From an optimization exercise on the open Yosys and OpenROAD flow, aimed at small area; shortcuts taken in it are not production practice.
Only simulation tests tie the RTL to the original design; equivalence was not proved.
Power figures rest on the tool's default switching activity, not on a simulated workload.

File: flow/run.sh
#!/bin/bash
# synth_recipe.tcl (not shown) runs the flow's synth.tcl, then flattens the netlist and writes it again
# the make line also repeats each setting of config.mk as NAME=value (left out here)
make -C /OpenROAD-flow-scripts/flow DESIGN_CONFIG=/design/flow/config.mk WORK_HOME=/design/flow/orfs CLKGATE_MAP_FILE= SYNTH_SCRIPT=/design/flow/synth_recipe.tcl finish
File: flow/config.mk
export PLATFORM = sky130hd
export DESIGN_NAME = dp_dtm
export DESIGN_NICKNAME = dp_dtm
export VERILOG_FILES = /design/flow/design.v
export SDC_FILE = /design/flow/constraint.sdc
export NUM_CORES = 4
export LEC_CHECK = 0
export CAP_MARGIN = 0
export CORE_MARGIN = 2
export CORE_UTILIZATION = 40
export PLACE_DENSITY = 0.55
export SLEW_MARGIN = 0
export SYNTH_HIERARCHICAL = 1
export SYNTH_MINIMUM_KEEP_SIZE = 0
File: flow/constraint.sdc
create_clock -name core_clock -period 10.0 [get_ports {tck}]
set_input_delay 2.0000 -clock core_clock [delete_from_list [all_inputs] [get_ports {tck}]]
set_output_delay 2.0000 -clock core_clock [all_outputs]
set_load 0.01 [all_outputs]
File: flow/design.v
module dp_ctrl
(
    input  logic [3:0] s,         
    input  logic       tms,
    input  logic       tdi,
    input  logic [4:0] ir,
    input  logic       mode,
    input  logic       valid,
    input  logic       shf,
    input  logic       sr0, sr9,
    input  logic [4:0] srt,       
    input  logic       sr38,
    output logic [3:0] ns,
    output logic       mode_d, valid_d, shf_d,
    output logic [4:0] ir_d,
    output logic       sr_en, upd_en,
    output logic       capture, ncap, cap_dmi, cap_ndmi, cap_id, cap_dtmcs, cap_ir,
    output logic       sr_d40, sr_d37,
    output logic       show, nmode, tdo
);
    wire _000_;
    wire _001_;
    wire _002_;
    wire _003_;
    wire _004_;
    wire _005_;
    wire _006_;
    wire _007_;
    wire _008_;
    wire _009_;
    wire _010_;
    wire _011_;
    wire _012_;
    wire _013_;
    wire _014_;
    wire _015_;
    wire _016_;
    wire _017_;
    wire _018_;
    wire _019_;
    wire _020_;
    wire _021_;
    wire _022_;
    wire _023_;
    wire _024_;
    wire _025_;
    wire _026_;
    wire _027_;
    wire _028_;
    wire _029_;
    wire _030_;
    wire _031_;
    wire _032_;
    wire _033_;
    wire _034_;
    wire _035_;
    wire _036_;
    wire _037_;
    wire _038_;
    wire _039_;
    wire _040_;
    wire _041_;
    wire _042_;
    wire _043_;
    wire _044_;
    dp_g_inv g0 (.A(s[0]), .Y(_008_));
    dp_g_inv g1 (.A(s[1]), .Y(_009_));
    dp_g_inv g2 (.A(s[3]), .Y(_010_));
    dp_g_inv g3 (.A(s[2]), .Y(_011_));
    dp_g_inv g4 (.A(tms), .Y(_012_));
    dp_g_inv g5 (.A(ir[1]), .Y(_013_));
    dp_g_inv g6 (.A(ir[0]), .Y(_014_));
    dp_g_inv g7 (.A(ir[4]), .Y(_015_));
    dp_g_inv g8 (.A(mode), .Y(nmode));
    dp_g_nor2 g9 (.A(s[0]), .B(_011_), .Y(_016_));
    dp_g_nand2 g10 (.A(_008_), .B(_009_), .Y(_017_));
    dp_g_nand2 g11 (.A(s[3]), .B(_011_), .Y(_018_));
    dp_g_nor2 g12 (.A(_017_), .B(_018_), .Y(cap_ir));
    dp_g_nand3 g13 (.A(_008_), .B(_009_), .C(_010_), .Y(_019_));
    dp_g_nor2 g14 (.A(s[2]), .B(_019_), .Y(_020_));
    dp_g_o21ai g15 (.A1(_009_), .A2(_010_), .B1(_016_), .Y(_021_));
    dp_g_nor2 g16 (.A(_012_), .B(_021_), .Y(_022_));
    dp_g_nand2 g17 (.A(_012_), .B(_020_), .Y(_023_));
    dp_g_nor2 g18 (.A(_012_), .B(_016_), .Y(_024_));
    dp_g_nand2 g19 (.A(_019_), .B(_024_), .Y(_025_));
    dp_g_a31oi g20 (.A1(_021_), .A2(_023_), .A3(_025_), .B1(_022_), .Y(ns[2]));
    dp_g_o22ai g21 (.A1(_012_), .A2(_021_), .B1(_009_), .B2(_016_), .Y(ns[1]));
    dp_g_nor2 g22 (.A(_011_), .B(_012_), .Y(_026_));
    dp_g_o21ai g23 (.A1(_008_), .A2(_026_), .B1(_018_), .Y(ns[0]));
    dp_g_a31oi g24 (.A1(_010_), .A2(_011_), .A3(_017_), .B1(_012_), .Y(_027_));
    dp_g_a31oi g25 (.A1(s[0]), .A2(_010_), .A3(_012_), .B1(_027_), .Y(ns[3]));
    dp_g_nor2 g26 (.A(_011_), .B(_019_), .Y(_028_));
    dp_g_inv g27 (.A(_028_), .Y(_029_));
    dp_g_o22a g28 (.A1(ir[3]), .A2(_028_), .B1(srt[3]), .B2(_029_), .X(ir_d[3]));
    dp_g_o22a g29 (.A1(ir[2]), .A2(_028_), .B1(srt[2]), .B2(_029_), .X(ir_d[2]));
    dp_g_nand2 g30 (.A(srt[1]), .B(_028_), .Y(_030_));
    dp_g_o21ai g31 (.A1(_013_), .A2(_028_), .B1(_030_), .Y(ir_d[1]));
    dp_g_nand2 g32 (.A(srt[0]), .B(_028_), .Y(_031_));
    dp_g_o21ai g33 (.A1(_014_), .A2(_028_), .B1(_031_), .Y(ir_d[0]));
    dp_g_nor2 g34 (.A(s[0]), .B(_018_), .Y(capture));
    dp_g_inv g35 (.A(capture), .Y(ncap));
    dp_g_or2 g36 (.A(shf), .B(capture), .X(sr_en));
    dp_g_o21ai g37 (.A1(s[1]), .A2(_018_), .B1(_029_), .Y(_032_));
    dp_g_inv g38 (.A(_032_), .Y(_033_));
    dp_g_nor2 g39 (.A(ir[3]), .B(ir[2]), .Y(_034_));
    dp_g_nand3 g40 (.A(_013_), .B(_014_), .C(_034_), .Y(_035_));
    dp_g_nand4 g41 (.A(_013_), .B(ir[0]), .C(_034_), .D(ir[4]), .Y(_036_));
    dp_g_inv g42 (.A(_036_), .Y(_037_));
    dp_g_o21ai g43 (.A1(_015_), .A2(_035_), .B1(_036_), .Y(_038_));
    dp_g_nand3 g44 (.A(ir[1]), .B(ir[0]), .C(ir[2]), .Y(_039_));
    dp_g_o21bai g45 (.A1(ir[2]), .A2(ir[1]), .B1_N(ir[3]), .Y(_040_));
    dp_g_a32oi g46 (.A1(ir[4]), .A2(_040_), .A3(_039_), .B1(_015_), .B2(_035_), .Y(_041_));
    dp_g_inv g47 (.A(_041_), .Y(_042_));
    dp_g_or2 g48 (.A(_038_), .B(_041_), .X(_043_));
    dp_g_o22ai g49 (.A1(_032_), .A2(_043_), .B1(_013_), .B2(_033_), .Y(_044_));
    dp_g_o22a g50 (.A1(ncap), .A2(_044_), .B1(sr38), .B2(capture), .X(sr_d37));
    dp_g_nor2 g51 (.A(tdi), .B(cap_ir), .Y(_000_));
    dp_g_nand2 g52 (.A(_033_), .B(_041_), .Y(_001_));
    dp_g_nand2 g53 (.A(ir[4]), .B(_032_), .Y(_002_));
    dp_g_a31oi g54 (.A1(capture), .A2(_001_), .A3(_002_), .B1(_000_), .Y(sr_d40));
    dp_g_and3 g55 (.A(_014_), .B(capture), .C(_038_), .X(cap_dtmcs));
    dp_g_nor2 g56 (.A(ncap), .B(_043_), .Y(cap_id));
    dp_g_nor2 g57 (.A(ncap), .B(_037_), .Y(cap_ndmi));
    dp_g_nor2 g58 (.A(ncap), .B(_036_), .Y(cap_dmi));
    dp_g_o21ai g59 (.A1(nmode), .A2(_020_), .B1(_023_), .Y(mode_d));
    dp_g_nor2 g60 (.A(tms), .B(_018_), .Y(shf_d));
    dp_g_o22ai g61 (.A1(sr9), .A2(_041_), .B1(srt[4]), .B2(_042_), .Y(_003_));
    dp_g_nand2 g62 (.A(sr0), .B(_037_), .Y(_004_));
    dp_g_o21ai g63 (.A1(_037_), .A2(_003_), .B1(_004_), .Y(_005_));
    dp_g_a22o g64 (.A1(srt[0]), .A2(_032_), .B1(_033_), .B2(_005_), .X(tdo));
    dp_g_nand2 g65 (.A(srt[4]), .B(_028_), .Y(_006_));
    dp_g_o21ai g66 (.A1(_015_), .A2(_028_), .B1(_006_), .Y(ir_d[4]));
    dp_g_nand3 g67 (.A(s[1]), .B(_010_), .C(_016_), .Y(_007_));
    dp_g_nor2 g68 (.A(_036_), .B(_007_), .Y(upd_en));
    dp_g_or2 g69 (.A(valid), .B(upd_en), .X(valid_d));
    dp_g_and2 g70 (.A(mode), .B(valid), .X(show));
endmodule
module dp_g_a22o (input logic A1, A2, B1, B2, output logic X);
    assign X = (B1&B2) | (A1&A2);
endmodule
module dp_g_a31oi (input logic A1, A2, A3, B1, output logic Y);
    assign Y = (!A1&!B1) | (!A2&!B1) | (!A3&!B1);
endmodule
module dp_g_a32oi (input logic A1, A2, A3, B1, B2, output logic Y);
    assign Y = (!A1&!B1) | (!A1&!B2) | (!A2&!B1) | (!A3&!B1) | (!A2&!B2) | (!A3&!B2);
endmodule
module dp_g_and2 (input logic A, B, output logic X);
    assign X = (A&B);
endmodule
module dp_g_and3 (input logic A, B, C, output logic X);
    assign X = (A&B&C);
endmodule
module dp_g_inv (input logic A, output logic Y);
    assign Y = (!A);
endmodule
module dp_g_nand2 (input logic A, B, output logic Y);
    assign Y = (!A) | (!B);
endmodule
module dp_g_nand3 (input logic A, B, C, output logic Y);
    assign Y = (!A) | (!B) | (!C);
endmodule
module dp_g_nand4 (input logic A, B, C, D, output logic Y);
    assign Y = (!A) | (!B) | (!C) | (!D);
endmodule
module dp_g_nor2 (input logic A, B, output logic Y);
    assign Y = (!A&!B);
endmodule
module dp_g_o21ai (input logic A1, A2, B1, output logic Y);
    assign Y = (!A1&!A2) | (!B1);
endmodule
module dp_g_o21bai (input logic A1, A2, B1_N, output logic Y);
    assign Y = (!A1&!A2) | (B1_N);
endmodule
module dp_g_o22a (input logic A1, A2, B1, B2, output logic X);
    assign X = (A1&B1) | (A2&B1) | (A1&B2) | (A2&B2);
endmodule
module dp_g_o22ai (input logic A1, A2, B1, B2, output logic Y);
    assign Y = (!B1&!B2) | (!A1&!A2);
endmodule
module dp_g_or2 (input logic A, B, output logic X);
    assign X = (A) | (B);
endmodule
module dp_dtm
(
    input   logic   [0  : 0]    tdi,
    input   logic   [0  : 0]    tms,
    input   logic   [0  : 0]    tck,
    input   logic   [0  : 0]    trst,
    output  logic   [0  : 0]    tdo,
    output  logic   [6  : 0]    dmi_address,
    output  logic   [31 : 0]    dmi_wdata,
    input   logic   [31 : 0]    dmi_rdata,
    output  logic   [1  : 0]    dmi_op
);
    logic [3:0]  state, next_state;   
    logic        mode, mode_d;
    logic        shf, shf_d;          
    logic [4:0]  ir, ir_d;            
    logic [40:0] sr;                  
    logic [40:0] sr_d;
    logic [40:0] upd;                 
    logic        valid, valid_d;      
    logic        sr_en, upd_en;
    logic        capture, ncap, cap_dmi, cap_ndmi, cap_id, cap_dtmcs, cap_ir;
    logic        show, nmode;
    dp_ctrl ctrl
    (
        .s          ( state         ),
        .tms        ( tms           ),
        .tdi        ( tdi           ),
        .ir         ( ir            ),
        .mode       ( mode          ),
        .valid      ( valid         ),
        .shf        ( shf           ),
        .sr0        ( sr[0]         ),
        .sr9        ( sr[9]         ),
        .srt        ( sr[40:36]     ),
        .sr38       ( sr[38]        ),
        .ns         ( next_state    ),
        .mode_d     ( mode_d        ),
        .valid_d    ( valid_d       ),
        .shf_d      ( shf_d         ),
        .ir_d       ( ir_d          ),
        .sr_en      ( sr_en         ),
        .upd_en     ( upd_en        ),
        .capture    ( capture       ),
        .ncap       ( ncap          ),
        .cap_dmi    ( cap_dmi       ),
        .cap_ndmi   ( cap_ndmi      ),
        .cap_id     ( cap_id        ),
        .cap_dtmcs  ( cap_dtmcs     ),
        .cap_ir     ( cap_ir        ),
        .sr_d40     ( sr_d[40]      ),
        .sr_d37     ( sr_d[37]      ),
        .show       ( show          ),
        .nmode      ( nmode         ),
        .tdo        ( tdo           )
    );
    always_ff @(posedge tck, negedge trst)
        if (!trst) begin
            state <= 4'h0;
            mode  <= 1'b0;
            valid <= 1'b0;
            ir    <= 5'h01;
        end else begin
            state <= next_state;
            mode  <= mode_d;
            valid <= valid_d;
            ir    <= ir_d;
        end
    always_ff @(posedge tck)
        shf <= shf_d;
    dp_ao22  b39 (cap_ir, ir[3], ncap, sr[40], sr_d[39]);
    dp_ao22  b38 (cap_ir, ir[2], ncap, sr[39], sr_d[38]);
    dp_ao22  b36 (cap_ir, ir[0], ncap, sr[37], sr_d[36]);
    dp_and2  b35 (ncap, sr[36], sr_d[35]);
    dp_and2  b34 (ncap, sr[35], sr_d[34]);
    genvar j;
    generate
        for (j = 2; j <= 33; j = j + 1) begin : g_sr
            if (j == 23 || j == 22 || j == 12 || j == 11 || j == 10)
                dp_ao221 b (cap_dmi, dmi_rdata[j-2], ncap, sr[j+1], cap_id, sr_d[j]);
            else if (j == 21 || j == 9)
                dp_ao221 b (cap_dmi, dmi_rdata[j-2], ncap, sr[j+1], cap_ndmi, sr_d[j]);
            else if (j == 15 || j == 14)
                dp_ao221 b (cap_dmi, dmi_rdata[j-2], ncap, sr[j+1], cap_dtmcs, sr_d[j]);
            else if (j <= 8)
                dp_ao22  b (capture, dmi_rdata[j-2], ncap, sr[j+1], sr_d[j]);
            else
                dp_ao22  b (cap_dmi, dmi_rdata[j-2], ncap, sr[j+1], sr_d[j]);
        end
    endgenerate
    dp_and2  b1 (ncap, sr[2], sr_d[1]);
    dp_and2  b0 (ncap, sr[1], sr_d[0]);
    always_ff @(posedge tck)
        if (sr_en) sr <= sr_d;
    always_ff @(posedge tck)
        if (upd_en) upd <= sr;
    generate
        for (j = 0; j < 32; j = j + 1) begin : g_wdata
            dp_ao22 o (show, upd[j+2], nmode, dmi_rdata[j], dmi_wdata[j]);
        end
        for (j = 0; j < 7; j = j + 1) begin : g_addr
            dp_and2 o (show, upd[j+34], dmi_address[j]);
        end
        for (j = 0; j < 2; j = j + 1) begin : g_op
            dp_and2 o (show, upd[j], dmi_op[j]);
        end
    endgenerate
endmodule
module dp_ao22 (input logic a, b, c, d, output logic y);
    assign y = (a & b) | (c & d);
endmodule
module dp_ao221 (input logic a, b, c, d, e, output logic y);
    assign y = (a & b) | (c & d) | e;
endmodule
module dp_and2 (input logic a, b, output logic y);
    assign y = a & b;
endmodule
==> results of run 1 <==
## cells in the final DEF, fill, tap and decap left out, drive strengths merged
master and instances:
clkdlybuf4s50 77, and2 14, nand4 1, bufinv 1, a32oi 1, nand2 10
a221o 9, dfrtp 10, or2 3, clkinvlp 1, clkbuf 10, a31oi 4
o22a 3, o22ai 3, dfxtp 1, buf 5, and3 1, dfstp 1
a22o 59, o21ai 9, nand3 4, o21bai 1, inv 15, clkinv 2
nor2 15, edfxtp 82
## kinds of logic (layout without fill, tap and decap cells)
kind of cell | after synthesis | count (layout) | synth area share, %
flops | 94 | 94 | 72.9
simple gates | 48 | 48 | 6.15
buf+inv | 14 | 111 | 1.39
compound gates | 89 | 89 | 19.5
## Yosys stat by module, one instance, submodules excluded, excerpt
module      times used  cell area [um^2]  flops+latches  cells
dp_ao22             58              8.76              0      1
dp_g_and3            1              6.26              0      1
dp_g_nand2          10              3.75              0      1
dp_g_nor2           15              3.75              0      1
dp_g_o22a            3              8.76              0      1
dp_g_o22ai           3              6.26              0      1
## routing by layer
layer	wire [um]	GRT usage (%)	vias up
li1	-	-	1185
met1	4190	26.1	1248
met2	3860	25.4	89
met3	476	2.76	10
met4	112	6.24	0
met5	0	0	-
## flip-flops by register name, summed over array words and instances (netlist names)
| signal | flops |
|---|---|
| mode | 1 |
| shf | 1 |
| state | 4 |
| valid | 1 |
| upd | 41 |
| sr | 41 |
| ir | 5 |
## stage by stage
stage               hold slack [ps]  instances  setup WS (ps)  util, %
CTS                             453        453           4800     53.6
global route                    469        453           4770     53.6
detailed placement              430        438           4800     51.5
global placement                427        438           4770     51.5
floorplan                       417        245           5800        -
finish                          455        453           4810     53.6
## layout make-up
type	count	area [um^2]	share of cell area (%)
sequential	94	2760	56.0
multi-input combinational	137	981	19.9
timing repair buffer	82	808	16.4
tap	111	139	2.82
clock buffer	10	128	2.59
clock inverter	5	60.1	1.22
inverter	14	52.6	1.07
## critical path, cell delays in order
cell	delay (ps)
clkdlybuf4s50_1	510
a22o_1	150
clkdlybuf4s50_1	530
## final timing paths
kind,slack (ps),cells after the start,startpoint,end
setup / recovery,4810,3,dmi_rdata[29],dmi_wdata[29]
hold / removal,450,0,sr[35]$_DFFE_PP_,upd[35]$_DFFE_PP_
setup reg to reg,7310,4,state[2]$_DFF_PN0_,sr[17]$_DFFE_PP_
hold reg to reg,450,0,sr[35]$_DFFE_PP_,upd[35]$_DFFE_PP_
max in group asynchronous,7650,1,trst[0],ir[0]$_DFF_PN1_
min in group asynchronous,1990,1,trst[0],ir[1]$_DFF_PN0_
## power by group
group / internal [uW] / switching (uW)
clock network: 115 / 132
registers: 577 / 53.2
logic: 201 / 215
==> results.py, run 1 <==
metrics = {
    "timing": {
        "hold_violations": 0,
        "finalCritPeriodShare_pct": 51.9,
        "worstMarginPinSlew_ps": 1040,
        "setup_tns_ps": 0,
        "timing.fmax_mhz": 193,
        "post-route-min-period_ps": 5190,
        "setup_violations": 0,
        "fin_skew_ps": 11.1,
        "rsz0062_at_grt": "false",
        "maxSlewViolCount": 0,
        "slew-limit-headroom_pct": 30.8,
    },
    "place": {
        "io_buffers": 77,
        "routabilityCongestion": 0.783,
        "placed_area_um2": 4740,
        "hpwl_um": 5200,
    },
    "routing": {
        "wl_per_cell_um": 19.1,
        "post_drt_via_cell_ratio": 5.59,
        "routed_wl_um": 8640,
        "drc": 0,
        "drt_iter0_markers": 158,
        "ant_nets": 0,
        "vias": 2532,
        "dr.pass1.iters": 4,
    },
    "global_route": {
        "grt_pass1_wl_um": 13400,
        "grt_use_total_pct": 17.3,
        "grt_pass1_vias": 2547,
        "grt_start_max_net_pins": 43,
        "grt_overflow": 0,
        "antenna_found_initial": 0,
    },
    "cts": {
        "cts_tree": "yes",
        "cts_root_buffer": "clkbuf_8",
        "post_cts_buffers": 0,
        "cts_sinks": 94,
        "cts_buffers": 9,
        "cts.htree.levels": 3,
        "clock_path_buffers": 2,
        "holdBufCountCts": 0,
        "cts_resized": 0,
        "clkTransAtPathRegs_ps": 90,
        "insertion_delay_ps": 360,
    },
    "final_layout": {
        "drive_above_1_share_pct": 6.73,
        "nets": 374,
        "fillers": 811,
        "area_delta_synth_final_pct": 30.3,
        "antennaDiodeCount": 0,
        "stdcell_area_um2": 4930,
    },
    "yosys": {
        "synth-seq-cells": 94,
        "yosysUniqueCellTypes": 20,
        "yosys_warnings": 7,
        "yosysSeqAreaShare_pct": 72.9,
        "synth_most_common_cell": "edfxtp_1",
        "ys.flop_type": "edfxtp_1",
        "async_flop_share_pct": 11.7,
        "synth_edf_count": 82,
        "synth_top_area_cell": "edfxtp_1",
        "ys_top_cells_by_area": "edfxtp_1 65%, a22o_1 14%, dfrtp_1 6.6%, a221o_1 2.4%, and2_1 2.3%",
        "syn_area_per_cell_um2": 15.4,
        "synth_common_cells": "82 x edfxtp_1, 59 x a22o_1, 15 x nor2_1",
        "synth_nets": 281,
        "netlist_instances": 245,
        "syn-cell-area_um2": 3780,
        "synth_top_cell_area_share_pct": 65.1,
    },
    "worst_setup_path": {
        "critPathMaxFanout": 2,
        "arrival_ps": 3190,
        "endpoint_kind": "output port",
        "cp.required_ps": 8000,
        "critical_path_class": "in -> out",
        "start_kind": "primary input",
    },
    "floorplanning": {
        "ios": 78,
        "die-area_um2": 10200,
        "row_count": 35,
        "core-area_um2": 9200,
        "die_y_um": 101,
        "start_util_pct": 41.1,
        "die_w_um": 101,
    },
    "outcome": {
        "status": "finished clean",
    },
    "pwr": {
        "pwr_density_cell_nw_per_um2": 262,
        "power_uw": 1290,
        "p_leak_uw": 0.00183,
        "irDropWorstVdd_v": 0.000174,
    },
    "hold_path": {
        "hold_class": "reg -> reg",
    },
    "run": {
        "maxCapViolCount": 0,
    },
}
==> run 2, diff against run 1 <==
--- a/flow/config.mk
+++ b/flow/config.mk
@@ -10,3 +10,3 @@
 export CORE_UTILIZATION = 40
-export PLACE_DENSITY = 0.55
+export PLACE_DENSITY = 0.5
 export SLEW_MARGIN = 0
==> run 2 against run 1 <==
  * Area after synthesis unchanged
  * Worst hold slack improved by 0.52 ps
  * Clock power fell by 11%
  * Clock-buffer cell count stayed put
  * Cell area down 0.63%
  * Critical endpoint is now dmi_wdata[27]
  * Highest routed layer unchanged
==> results.py, run 2 <==
metrics = {
    "outcome": {
        "status": "finished clean",
    },
    "pwr": {
        "p_leak_uw": 0.00182,
        "p_int_uw": 867,
        "pwr_density_cell_nw_per_um2": 258,
        "p_seq_share_pct": 50.0,
        "clkPwrFrac_pct": 17.3,
        "switching_power_uw": 394,
        "combPwrFrac_pct": 32.7,
        "swShare_pct": 31.3,
        "irDropWorstVdd_v": 0.000224,
    },
    "worst_setup_path": {
        "crit_start": "dmi_rdata[27]",
        "r2r_start": "state[2]$_DFF_PN0_",
        "critPathMaxFanout": 2,
        "start_kind": "primary input",
        "arrival_ps": 3270,
        "cp.required_ps": 8000,
        "critical_path_class": "in -> out",
        "endpoint_kind": "output port",
    },
    "timing": {
        "setup_violations": 0,
        "post-route-min-period_ps": 5270,
        "timing.fmax_mhz": 190,
        "fin_ws_ps": 4730,
        "finalCritPeriodShare_pct": 52.7,
        "whs_ps": 456,
        "fin_skew_ps": 14.1,
        "hold_violations": 0,
        "maxSlewViolCount": 0,
        "rsz0062_at_grt": "false",
        "setup_tns_ps": 0,
        "worstMarginPinSlew_ps": 1140,
        "slew-limit-headroom_pct": 23.8,
    },
    "routing": {
        "routed_wl_um": 8630,
        "post_drt_via_cell_ratio": 5.64,
        "drc": 0,
        "vias": 2554,
        "drt_iter0_markers": 125,
        "dr.pass1.iters": 6,
        "ant_nets": 0,
        "wl_per_cell_um": 19.1,
    },
    "place": {
        "dp_slack_ps": 4760,
        "io_buffers": 77,
        "hpwl_um": 5180,
        "placed_area_um2": 4730,
        "routabilityCongestion": 0.801,
    },
    "final_layout": {
        "layout_common_cells": "82 x edfxtp_1, 77 x clkdlybuf4s50_1, 59 x a22o_1, 14 x and2_1, 14 x inv_1",
        "layout_commonest_cell": "edfxtp_1",
        "top_regs": "sr x41, upd x41, ir x5",
        "area_delta_synth_final_pct": 29.4,
        "stdcell_area_um2": 4900,
        "drive_above_1_share_pct": 6.73,
        "nets": 373,
        "antennaDiodeCount": 0,
    },
    "cts": {
        "cts.htree.levels": 3,
        "cts_root_buffer": "clkbuf_8",
        "cts_tree": "yes",
        "insertion_delay_ps": 340,
        "cts_resized": 0,
        "clkTransAtPathRegs_ps": 90,
        "cts_sinks": 94,
        "clock_path_buffers": 2,
        "post_cts_buffers": 0,
        "cts_buffers": 9,
        "holdBufCountCts": 0,
    },
    "floorplanning": {
        "start_util_pct": 41.1,
        "die-area_um2": 10200,
        "row_count": 35,
        "ios": 78,
        "die_w_um": 101,
        "die_y_um": 101,
        "core-area_um2": 9200,
    },
    "yosys": {
        "netlist_instances": 245,
        "synth_most_common_cell": "edfxtp_1",
        "ys_top_cells_by_area": "edfxtp_1 65%, a22o_1 14%, dfrtp_1 6.6%, a221o_1 2.4%, and2_1 2.3%",
        "synth_top_area_cell": "edfxtp_1",
        "synth_edf_count": 82,
        "synth_common_cells": "82 x edfxtp_1, 59 x a22o_1, 15 x nor2_1",
        "yosys_warnings": 7,
        "syn_area_per_cell_um2": 15.4,
        "async_flop_share_pct": 11.7,
        "yosysSeqAreaShare_pct": 72.9,
        "syn-cell-area_um2": 3780,
        "synth-seq-cells": 94,
        "ys.flop_type": "edfxtp_1",
        "synth_nets": 281,
        "yosysUniqueCellTypes": 20,
        "synth_top_cell_area_share_pct": 65.1,
    },
    "global_route": {
        "grt_start_max_net_pins": 43,
        "grt_use_total_pct": 17.1,
        "grt_overflow": 0,
        "grtUsageMet3_pct": 2.97,
        "antenna_found_initial": 0,
        "use_met1_pct": 25.7,
        "met2_usage_pct": 25.6,
        "grt.busiest_layer": "met1",
        "grt_pass1_wl_um": 13400,
        "grt_pass1_vias": 2512,
    },
    "run": {
        "maxCapViolCount": 0,
    },
    "hold_path": {
        "hp-start": "sr[27]$_DFFE_PP_",
        "hold_class": "reg -> reg",
    },
}
-- run 2: cell counts after synthesis --
No cell type changed its count.
-- run 2: critical path, stage by stage --
cell and delay (ps):
clkdlybuf4s50_1 550, a22o_1 180, clkdlybuf4s50_1 540
-- run 2: cells by family after synthesis --
kind of cell	synth area share, %
AOI/OAI and AO/OA	19.5
and+or+nand+nor	6.15
buffers and inverters	1.39
DFF	72.9
-- run 2: final timing paths --
kind                                endpoint  slack (ps)  depth (start not counted)
max                            dmi_wdata[27]        4730                          3
min                        upd[27]$_DFFE_PP_         460                          0
max reg2reg                 sr[21]$_DFFE_PP_        7090                          6
min reg2reg                upd[27]$_DFFE_PP_         460                          0
max in group asynchronous    ir[0]$_DFF_PN1_        7630                          1
min in group asynchronous     mode$_DFF_PN0_        2000                          1
-- run 2: metrics by stage --
stage / power (uW) / util [%] / std cells
after detailed placement: 1050 / 51.5 / 437
after CTS: 1280 / 53.2 / 453
after floorplan: 864 / - / 245
final: 1260 / 53.2 / 453
after global routing: 1340 / 53.2 / 453
after global placement: 1060 / 51.5 / 437
-- run 2: layout make-up --
type	instances	area (um^2)
repair buffers	81	801
multi-input cells	137	981
well taps	111	139
clock inverters	6	36.3
clock buffers	10	128
fillers	812	4300
inverters	14	52.6
flip-flops and latches	94	2760
-- run 2: layer usage --
metal	part of all wire [%]	vias to the layer above	routed length (um)
met5	0	-	0
met1	49	1282	4210
met4	1.1	0	97
met2	46	80	3930
met3	4.6	7	393
li1	-	1185	-
-- run 2: Yosys stat by module, one instance, submodules excluded, a selection --
module,flip-flops and latches,times used,cells
dp_and2,0,13,1
dp_g_and2,0,1,1
dp_g_nand4,0,1,1
dp_g_nand3,0,4,1
dp_g_or2,0,3,1
dp_ao221,0,9,1
dp_g_and3,0,1,1
dp_g_a31oi,0,4,1
dp_g_o22ai,0,3,1
dp_g_o21bai,0,1,1
dp_g_nand2,0,10,1
dp_g_a32oi,0,1,1
dp_dtm,94,1,94
-- run 2: power by group through the flow --
| stage | registers (uW) | logic [uW] | clock network (uW) |
|---|---|---|---|
| after floorplan | 619 | 246 | 0 |
| after global placement | 638 | 419 | 0 |
| after detailed placement | 639 | 415 | 0 |
| after CTS | 632 | 419 | 225 |
| after global routing | 643 | 452 | 241 |
| final | 631 | 412 | 219 |
